This is an optimization exercise on Yosys and OpenROAD, whose aim is small area and a short achievable clock period, not a production implementation.
In this exercise RTL edits were held to simulation tests only and were not proved equivalent to the original.

Setup of 03-26:
==> flow/design.v <==
`timescale 1ns / 1ps
module pcpu(
    input clock,
    input enable,
    input reset,
    input start,
    input [15:0] i_datain,
    input [15:0] d_datain,
    output [7:0] i_addr,
    output [7:0] d_addr,
    output d_we,
    output [15:0] d_dataout
    );
    reg state;
    wire run = (state == 1'b1);
    reg w_halt;
    always @(posedge clock)
        if (reset)
            state <= 1'b0;
        else if (!run)
            state <= enable & start;
        else
            state <= enable & ~w_halt;
    reg [15:0] gr[0:7];
    reg [15:0] wdata;
    reg w_we;
    reg [2:0] w_dst;
    genvar g;
    generate
        for (g = 0; g < 8; g = g + 1) begin : rf
            always @(posedge clock)
                if (reset | (run & w_we & (w_dst == g)))
                    gr[g] <= wdata;
        end
    endgenerate
    reg [7:0] pc;
    reg [4:0] id_op;
    reg [10:0] id_f;
    reg [15:0] mem_c;
    wire taken;
    always @(posedge clock or posedge reset)
        if (reset) begin
            pc <= 8'b0;
            id_op <= 5'b0_0000;
        end else if (run) begin
            pc <= taken ? mem_c[7:0] : pc + 8'd1;
            id_op <= i_datain[15:11];
        end
    wire [4:0] f_op = i_datain[15:11];
    wire f_r1 = (f_op == 5'b1_0000) | (f_op == 5'b1_0011) | (f_op == 5'b0_1001) | (f_op == 5'b0_1011)
              | (f_op == 5'b1_1001) | (f_op[4:3] == 2'b11 && f_op[2:1] != 2'b00);
    wire f_store = (f_op == 5'b0_0011);
    reg [2:0] id_sa, id_sq;
    always @(posedge clock)
        if (run) begin
            id_f <= i_datain[10:0];
            id_sa <= f_r1 ? i_datain[10:8] : i_datain[6:4];
            id_sq <= f_store ? i_datain[10:8] : i_datain[2:0];
        end
    wire [4:0] op = id_op;
    wire [2:0] r1 = id_f[10:8];
    wire [7:0] imm = id_f[7:0];
    wire d_jump  = (op == 5'b1_1000);
    wire d_store = (op == 5'b0_0011);
    wire d_load  = (op == 5'b0_0010);
    wire d_shl   = (op == 5'b0_0100) | (op == 5'b0_0101);
    wire d_shr   = (op == 5'b0_0110) | (op == 5'b0_0111);
    wire d_and   = (op == 5'b0_1101);
    wire d_or    = (op == 5'b0_1110);
    wire d_xor   = (op == 5'b0_1111);
    wire d_subc  = (op == 5'b1_0010);
    wire d_addc  = (op == 5'b1_0001);
    wire d_sub   = (op == 5'b0_1010) | (op == 5'b0_1011) | (op == 5'b0_1100) | (op == 5'b1_0011);
    wire d_r3    = (op == 5'b0_1000) | (op == 5'b1_0001) | (op == 5'b0_1010) | (op == 5'b1_0010)
                 | (op == 5'b0_1100) | (op == 5'b0_1101) | (op == 5'b0_1110) | (op == 5'b0_1111);
    wire d_hi    = (op == 5'b1_0000) | (op == 5'b1_0011);
    wire d_v3    = d_load | d_store | d_shl | d_shr;
    wire d_fl    = d_shl | d_shr | d_and | d_or | d_xor | d_sub | d_subc | d_addc
                 | (op == 5'b0_1000) | (op == 5'b0_1001) | (op == 5'b1_0000);
    wire d_wr    = d_fl & (op != 5'b0_1100) | d_load;
    wire d_br    = (op[4:3] == 2'b11);
    wire d_halt  = (op == 5'b0_0001);
    wire [15:0] port_a = gr[id_sa];
    wire [15:0] port_q = gr[id_sq];
    wire [15:0] rev_a;
    genvar k;
    generate
        for (k = 0; k < 16; k = k + 1) begin : rv
            assign rev_a[k] = port_a[15 - k];
        end
    endgenerate
    wire [15:0] a_next;
    assign a_next[15:8] = d_shl ? rev_a[15:8] : port_a[15:8];
    assign a_next[7:0]  = d_jump ? 8'b0 : d_shl ? rev_a[7:0] : port_a[7:0];
    wire [15:0] b_val;
    assign b_val[3:0]  = d_r3 ? port_q[3:0] : d_hi ? 4'b0 : imm[3:0];
    assign b_val[7:4]  = (d_r3 | d_store) ? port_q[7:4] : (d_hi | d_v3) ? 4'b0 : imm[7:4];
    assign b_val[15:8] = (d_r3 | d_store) ? port_q[15:8] : d_hi ? imm : 8'b0;
    wire d_neg = d_sub | d_subc;
    reg [15:0] ex_a, ex_b;
    reg ex_add, ex_and, ex_or, ex_xor, ex_shl, ex_shr, ex_ca, ex_cb;
    reg ex_ld;
    reg [2:0] ex_brt, ex_dst;
    reg ex_fl, ex_st, ex_br, ex_halt, ex_we;
    always @(posedge clock)
        if (run) begin
            ex_a <= a_next;
            ex_b <= d_neg ? ~b_val : b_val;
            ex_add <= ~(d_and | d_or | d_xor | d_shl | d_shr);
            ex_and <= d_and;
            ex_or <= d_or;
            ex_xor <= d_xor;
            ex_shl <= d_shl;
            ex_shr <= d_shr;
            ex_ca <= d_addc | d_subc;
            ex_cb <= d_neg;
            ex_ld <= d_load;
            ex_brt <= {op[2:1], d_store ? port_q[3] : op[0]};
            ex_dst <= d_store ? port_q[2:0] : r1;
        end
    always @(posedge clock or posedge reset)
        if (reset) begin
            ex_fl <= 1'b0;
            ex_st <= 1'b0;
            ex_br <= 1'b0;
            ex_halt <= 1'b0;
            ex_we <= 1'b0;
        end else if (run) begin
            ex_fl <= d_fl;
            ex_st <= d_store;
            ex_br <= d_br;
            ex_halt <= d_halt;
            ex_we <= d_wr;
        end
    reg zf, nf, cf;
    wire cin = ex_ca ? (cf ^ ex_cb) : ex_cb;
    wire [15:0] b_add = {ex_b[15:8], ex_b[7:4] & {4{~ex_st}}, ex_b[3:0]};
    wire [17:0] sum18 = {1'b0, ex_a, 1'b1} + {1'b0, b_add, cin};
    wire [15:0] sum = sum18[16:1];
    wire cout = sum18[17];
    wire [16:0] sh = {ex_a, cf} >> ex_b[3:0];
    reg [15:0] alu;
    integer j;
    always @(*)
        for (j = 0; j < 16; j = j + 1)
            alu[j] = (ex_add & sum[j])
                   | (ex_and & (ex_a[j] & ex_b[j]))
                   | (ex_or  & (ex_a[j] | ex_b[j]))
                   | (ex_xor & (ex_a[j] ^ ex_b[j]))
                   | (ex_shl & sh[16 - j])
                   | (ex_shr & sh[j + 1]);
    wire cf_next = (ex_add & (cout ^ ex_cb)) | ((ex_shl | ex_shr) & sh[0]);
    reg [7:0] smdr1;
    reg m_ld;
    reg [2:0] m_brt, m_dst;
    reg dw, m_fl, m_br, m_halt, m_we;
    always @(posedge clock)
        if (run) begin
            mem_c[7:0] <= alu[7:0];
            mem_c[15:8] <= ex_st ? ex_b[15:8] : alu[15:8];
            smdr1 <= {ex_b[7:4], ex_brt[0], ex_dst};
            m_ld <= ex_ld;
            m_brt <= ex_brt;
            m_dst <= ex_dst;
        end
    always @(posedge clock or posedge reset)
        if (reset) begin
            cf <= 1'b0;
            dw <= 1'b0;
            m_fl <= 1'b0;
            m_br <= 1'b0;
            m_halt <= 1'b0;
            m_we <= 1'b0;
        end else if (run) begin
            if (ex_fl)
                cf <= cf_next;
            dw <= ex_st;
            m_fl <= ex_fl;
            m_br <= ex_br;
            m_halt <= ex_halt;
            m_we <= ex_we;
        end
    wire flag = m_brt[2] ? (m_brt[1] ? cf : nf) : zf;
    assign taken = m_br & ((m_brt[2:1] == 2'b00) | (flag ^ m_brt[0]));
    assign i_addr = pc;
    assign d_addr = mem_c[7:0];
    assign d_we = dw;
    assign d_dataout = {mem_c[15:8], smdr1};
    always @(posedge clock or posedge reset)
        if (reset) begin
            zf <= 1'b0;
            nf <= 1'b0;
            wdata <= 16'b0;
            w_halt <= 1'b0;
            w_we <= 1'b0;
        end else if (run) begin
            if (m_fl) begin
                zf <= (mem_c == 16'b0);
                nf <= mem_c[15];
            end
            wdata <= m_ld ? d_datain : mem_c;
            w_halt <= m_halt;
            w_we <= m_we;
        end
    always @(posedge clock)
        if (run)
            w_dst <= m_dst;
endmodule
==> flow/config.mk <==
export PLATFORM = sky130hd
export DESIGN_NAME = pcpu
export DESIGN_NICKNAME = pcpu
export VERILOG_FILES = /design/flow/design.v
export SDC_FILE = /design/flow/constraint.sdc
export NUM_CORES = 4
export LEC_CHECK = 0
export ABC_AREA = 1
export CAP_MARGIN = 0
export CORE_MARGIN = 2
export CORE_UTILIZATION = 40
export CTS_CLUSTER_DIAMETER = 100
export CTS_CLUSTER_SIZE = 20
export SETUP_SLACK_MARGIN = 2.6
export SLEW_MARGIN = 0
==> flow/constraint.sdc <==
create_clock -name core_clock -period 5.0 [get_ports {clock}]
set_input_delay 1.0000 -clock core_clock [delete_from_list [all_inputs] [get_ports {clock}]]
set_output_delay 1.0000 -clock core_clock [all_outputs]
set_load 0.01 [all_outputs]
standard.sh (not shown) runs the stock make flow with config.mk's settings and CLKGATE_MAP_FILE= SYNTH_SCRIPT=/design/flow/synth_recipe.tcl, a recipe that flattens the netlist after the stock synthesis.
==> flow/flow/run.sh <==
#!/bin/bash
# The standard layout, with the port buffers made of buf_2 cells instead of the
# resizer's default pick; each tool's output is in flow.log here.
set -euo pipefail
bash standard.sh BUFFER_PORTS_ARGS="-buffer_cell sky130_fd_sc_hd__buf_2" finish > flow.log 2>&1
## Diff of input files: 05-08 against 03-26
--- a/flow/design.v
+++ b/flow/design.v
@@ -89,35 +89,33 @@
             assign rev_a[k] = port_a[15 - k];
         end
     endgenerate
     wire [15:0] a_next;
-    assign a_next[15:8] = d_shl ? rev_a[15:8] : port_a[15:8];
+    assign a_next[15:8] = d_shl ? rev_a[15:8] : d_store ? port_q[7:0] : port_a[15:8];
     assign a_next[7:0]  = d_jump ? 8'b0 : d_shl ? rev_a[7:0] : port_a[7:0];
     wire [15:0] b_val;
     assign b_val[3:0]  = d_r3 ? port_q[3:0] : d_hi ? 4'b0 : imm[3:0];
-    assign b_val[7:4]  = (d_r3 | d_store) ? port_q[7:4] : (d_hi | d_v3) ? 4'b0 : imm[7:4];
+    assign b_val[7:4]  = d_r3 ? port_q[7:4] : (d_hi | d_v3) ? 4'b0 : imm[7:4];
     assign b_val[15:8] = (d_r3 | d_store) ? port_q[15:8] : d_hi ? imm : 8'b0;
     wire d_neg = d_sub | d_subc;
     reg [15:0] ex_a, ex_b;
-    reg ex_add, ex_and, ex_or, ex_xor, ex_shl, ex_shr, ex_ca, ex_cb;
+    reg ex_and, ex_or, ex_xor, ex_shl, ex_shr, ex_ca, ex_cb;
     reg ex_ld;
-    reg [2:0] ex_brt, ex_dst;
+    reg [2:0] ex_dst;
     reg ex_fl, ex_st, ex_br, ex_halt, ex_we;
     always @(posedge clock)
         if (run) begin
             ex_a <= a_next;
             ex_b <= d_neg ? ~b_val : b_val;
-            ex_add <= ~(d_and | d_or | d_xor | d_shl | d_shr);
             ex_and <= d_and;
             ex_or <= d_or;
             ex_xor <= d_xor;
             ex_shl <= d_shl;
             ex_shr <= d_shr;
             ex_ca <= d_addc | d_subc;
             ex_cb <= d_neg;
             ex_ld <= d_load;
-            ex_brt <= {op[2:1], d_store ? port_q[3] : op[0]};
-            ex_dst <= d_store ? port_q[2:0] : r1;
+            ex_dst <= d_br ? op[2:0] : r1;
         end
     always @(posedge clock or posedge reset)
         if (reset) begin
             ex_fl <= 1'b0;
@@ -132,11 +130,11 @@
             ex_halt <= d_halt;
             ex_we <= d_wr;
         end
     reg zf, nf, cf;
+    wire ex_add = ~(ex_and | ex_or | ex_xor | ex_shl | ex_shr);
     wire cin = ex_ca ? (cf ^ ex_cb) : ex_cb;
-    wire [15:0] b_add = {ex_b[15:8], ex_b[7:4] & {4{~ex_st}}, ex_b[3:0]};
-    wire [17:0] sum18 = {1'b0, ex_a, 1'b1} + {1'b0, b_add, cin};
+    wire [17:0] sum18 = {1'b0, ex_a, 1'b1} + {1'b0, ex_b, cin};
     wire [15:0] sum = sum18[16:1];
     wire cout = sum18[17];
     wire [16:0] sh = {ex_a, cf} >> ex_b[3:0];
     reg [15:0] alu;
@@ -151,17 +149,16 @@
                    | (ex_shr & sh[j + 1]);
     wire cf_next = (ex_add & (cout ^ ex_cb)) | ((ex_shl | ex_shr) & sh[0]);
     reg [7:0] smdr1;
     reg m_ld;
-    reg [2:0] m_brt, m_dst;
+    reg [2:0] m_dst;
     reg dw, m_fl, m_br, m_halt, m_we;
     always @(posedge clock)
         if (run) begin
             mem_c[7:0] <= alu[7:0];
             mem_c[15:8] <= ex_st ? ex_b[15:8] : alu[15:8];
-            smdr1 <= {ex_b[7:4], ex_brt[0], ex_dst};
+            smdr1 <= ex_a[15:8];
             m_ld <= ex_ld;
-            m_brt <= ex_brt;
             m_dst <= ex_dst;
         end
     always @(posedge clock or posedge reset)
         if (reset) begin
@@ -179,10 +176,10 @@
             m_br <= ex_br;
             m_halt <= ex_halt;
             m_we <= ex_we;
         end
-    wire flag = m_brt[2] ? (m_brt[1] ? cf : nf) : zf;
-    assign taken = m_br & ((m_brt[2:1] == 2'b00) | (flag ^ m_brt[0]));
+    wire flag = m_dst[2] ? (m_dst[1] ? cf : nf) : zf;
+    assign taken = m_br & ((m_dst[2:1] == 2'b00) | (flag ^ m_dst[0]));
     assign i_addr = pc;
     assign d_addr = mem_c[7:0];
     assign d_we = dw;
     assign d_dataout = {mem_c[15:8], smdr1};
Results
Changes observed in 05-08 relative to 03-26: cell area -about 2.2%, maximum fanout along the worst path went down 50, post-synthesis net count down 38, number of input and output port buffers inserted held.
Cmp 05-08 vs 03-26: adder and majority cell fraction of the synthesized area lower in 05-08
05-08 against 03-26: detail-routed via count per cell grew by 0.87%, synthesized area went down, initial antenna violation count has decreased, delay of the slowest cell on the worst path shrank by 0.30 ns.
Per the comparison of 05-08 with 03-26, gate count of the mapped netlist lower, placed wire-length estimate after detailed placement higher, total via count in the routed design roughly the same.
Setup slack in 05-08 is larger than in 03-26.

## afterwards: timing with drivers on the ports
In the flow no input, the clock included, has a driving cell. The finished layouts below were timed again as built, in two steps. Step 1 assumes that a clkbuf_16 drives the clock port and a buf_2 every other input. Step 2 adds t to the input delays and takes it off the output delays; t is the mean of the earliest and latest rising clock arrival at the registers after step 1. Input paths then give back, and output paths get back, about the clock's delay inside the block. a / b / c = ideal ports / drivers / drivers and shift; a / b = the first two.
run	shift t [ns]	setup slack, ns	hold WS [ns]	worst setup path at the end	cell pins on the clock port's net
03-26	0.561	2.629 / 2.629 / 2.518	0.425 / 0.425 / 0.425	input to register	1
05-08	0.573	2.655 / 2.655 / 2.532	0.424 / 0.424 / 0.424	input to register	1
After both steps every run listed still meets setup and hold. The setup slack of 05-08, which loses most, moves by 0.000 ns with the drivers and by -0.123 ns with both steps.
